What follows belongs to an exercise in optimizing a design on an open flow for small area and a short achievable clock period; a production flow would make more cautious choices. Where RTL was checked, it was by simulation tests only, not by an equivalence proof against the original. No activity file was given, so power comes from the tool's default toggle rates.

## cordic
module cordic (
    input wire signed [31:0] angle,
    input wire clk, reset,
    output wire signed [31:0] x, y
);
export LEC_CHECK = 0
export ABC_AREA = 1
export CAP_MARGIN = 20
export CORE_MARGIN = 2
export CORE_UTILIZATION = 60
export CTS_BUF_LIST = sky130_fd_sc_hd__clkbuf_4 sky130_fd_sc_hd__clkbuf_8
export SETUP_SLACK_MARGIN = 2.7
export SLEW_MARGIN = 20
create_clock -name core_clock -period 5.0 [get_ports {clk}]
standard.sh (not shown) runs the stock make flow with config.mk's settings and CLKGATE_MAP_FILE= SYNTH_SCRIPT=/design/flow/synth_recipe.tcl, a recipe that flattens the netlist after the stock synthesis.
==> flow/flow/run.sh <==
#!/bin/bash
# Standard ORFS layout, except that the port buffers are plain buffers
# (buf_1) instead of the delay cells buffer_ports picks by default.
set -euo pipefail
export BUFFER_PORTS_ARGS="-buffer_cell sky130_fd_sc_hd__buf_1"
bash standard.sh finish > flow_standard.log 2>&1
Edit:
- SETUP_SLACK_MARGIN: 2.7 -> 2.85
After rerunning: The changed run finished with timing, DRC and antenna clean. Via count is higher by 2.0%. Register-to-register slack gets worse by 0.05 ns. Design area is higher by 2.1%. Worst hold slack gets worse by 0.0086 ns. Global-route usage is higher by 0.36 points.
No functional check of the RTL was part of any run of this note.

---

north:
cordic, a different RTL version from the one above (not shown whole).
Size: ~0.0050 sq mm of cells after synthesis.
Settings: LEC_CHECK=0, ABC_AREA=1, CAP_MARGIN=20, CORE_MARGIN=2, CORE_UTILIZATION=60, CTS_BUF_LIST=sky130_fd_sc_hd__clkbuf_4 sky130_fd_sc_hd__clkbuf_8, SETUP_SLACK_MARGIN=2.85, SLEW_MARGIN=20; clock period 5.0 ns.
Scripts as last shown in full above: flow/flow/run.sh
The inputs of south differ from those of north as listed below.
- swapping 2.85 for 2.7 in SETUP_SLACK_MARGIN
==> flow/flow/run.sh <==
#!/bin/bash
# Standard ORFS layout, except that the port buffers are plain buffers
# (buf_2) instead of the delay cells buffer_ports picks by default.
set -euo pipefail
export BUFFER_PORTS_ARGS="-buffer_cell sky130_fd_sc_hd__buf_2"
bash standard.sh finish > flow_standard.log 2>&1
[summary]
Taking north as the reference point, the count of clock-buffer cells in the layout of south rises by 1.
Comparing north and south, the lower post-placement worst setup slack is on north.
Higher least setup slack across all paths after layout was reported by north, not south.
Comparing north and south, layout overhead on the synthesized area is lower on north.
As far as synthesized area goes, north and south are indistinguishable; the numbers are identical.
Area occupied by multi-input gates for south is lower than for north.
Headroom to the max-slew limit in south vs north: down 27 points
Compare north and south | depth of the worst register-to-register path lower: north
Diff south..north | setup TNS | unchanged
> inputs changed (south -> east)
- SETUP_SLACK_MARGIN changed from 2.7 to 3.0
==> flow/flow/run.sh <==
#!/bin/bash
# Standard ORFS layout, except that the port buffers are plain buffers
# (buf_1) instead of the delay cells buffer_ports picks by default.
set -euo pipefail
export BUFFER_PORTS_ARGS="-buffer_cell sky130_fd_sc_hd__buf_1"
bash standard.sh finish > flow_standard.log 2>&1
Notes after the runs:
Worst setup slack: south and east compared, higher one is east. Looking only at overall power of the completed layout, and setting everything else aside, the higher value of south and east goes to east. Global-route wire length before repair, south and east: smaller value in south. In the reports for south and east, the larger transition time of the tightest slew-check pin belongs to south. Area of the multi-input gates delta for east relative to south: 4.5% higher.
For west, these inputs were changed with respect to east:
- swapping 60 for 65 in CORE_UTILIZATION
- swapping 3.0 for 2.9 in SETUP_SLACK_MARGIN
Sum of internal, switching and leakage power (west vs. east) decreases by a few percent. Compared with east, in west routed wire length went down, layout net count went down. Of west and east, the run reporting the higher cell row count was east. Comparing west and east, the lower signed area change from the synthesized netlist to the final layout is on west. west vs. east: clock network area share closely matched the old numbers, number of maximum-capacitance constraint violations has remained practically unchanged, met3 layer wire length in the routed design up 0.41%, fmax went up 9.2 MHz.
The inputs of middle differ from those of west as listed below.
- SLEW_MARGIN: 20 -> 10
- CORE_UTILIZATION: 65 -> 60
- CAP_MARGIN: 20 -> 10
west has higher fraction of power consumed by combinational cells than middle. Overall overflow remaining after global route: west vs middle identical. Comparing west against middle, there is no change at all in number of antenna cells inserted.

[port drivers added, routing unchanged]
How much do the figures lean on ideal ports? The routed layouts below were timed once more, with nothing changed but the port constraints.
Step 1, drivers: a clkbuf_16 drives clk and a buf_2 each remaining input, both assumed.
Step 2 times the ports against the registers' clock, not the clock port: input delays grow and output delays shrink by t, the midpoint of the rising clock arrivals with the driver on.
Three values: ideal, step 1, step 2; two values: the first two.
run | t, ns | setup slack, ns | hold WS [ns] | worst slew at a driven data input, ns
the first run of note 1 | 0.397 | 2.890 / 2.875 / 2.544 | 0.331 / 0.331 / 0.331 | 0.04
the second run of note 1 | 0.388 | 2.839 / 2.839 / 2.600 | 0.323 / 0.323 / 0.323 | 0.03
north | 0.386 | 2.962 / 2.962 / 2.663 | 0.330 / 0.330 / 0.330 | 0.03
south | 0.378 | 2.902 / 2.891 / 2.588 | 0.321 / 0.321 / 0.321 | 0.03
east | 0.396 | 2.946 / 2.916 / 2.715 | 0.321 / 0.321 / 0.321 | 0.04
west | 0.390 | 2.984 / 2.949 / 2.658 | 0.325 / 0.325 / 0.325 | 0.03
middle | 0.386 | 2.994 / 2.964 / 2.664 | 0.328 / 0.328 / 0.328 | 0.03
After both steps every run listed still meets setup and hold. For the first run of note 1, which loses most, drivers alone change the setup slack by -0.015 ns; drivers and shift together by -0.346 ns.
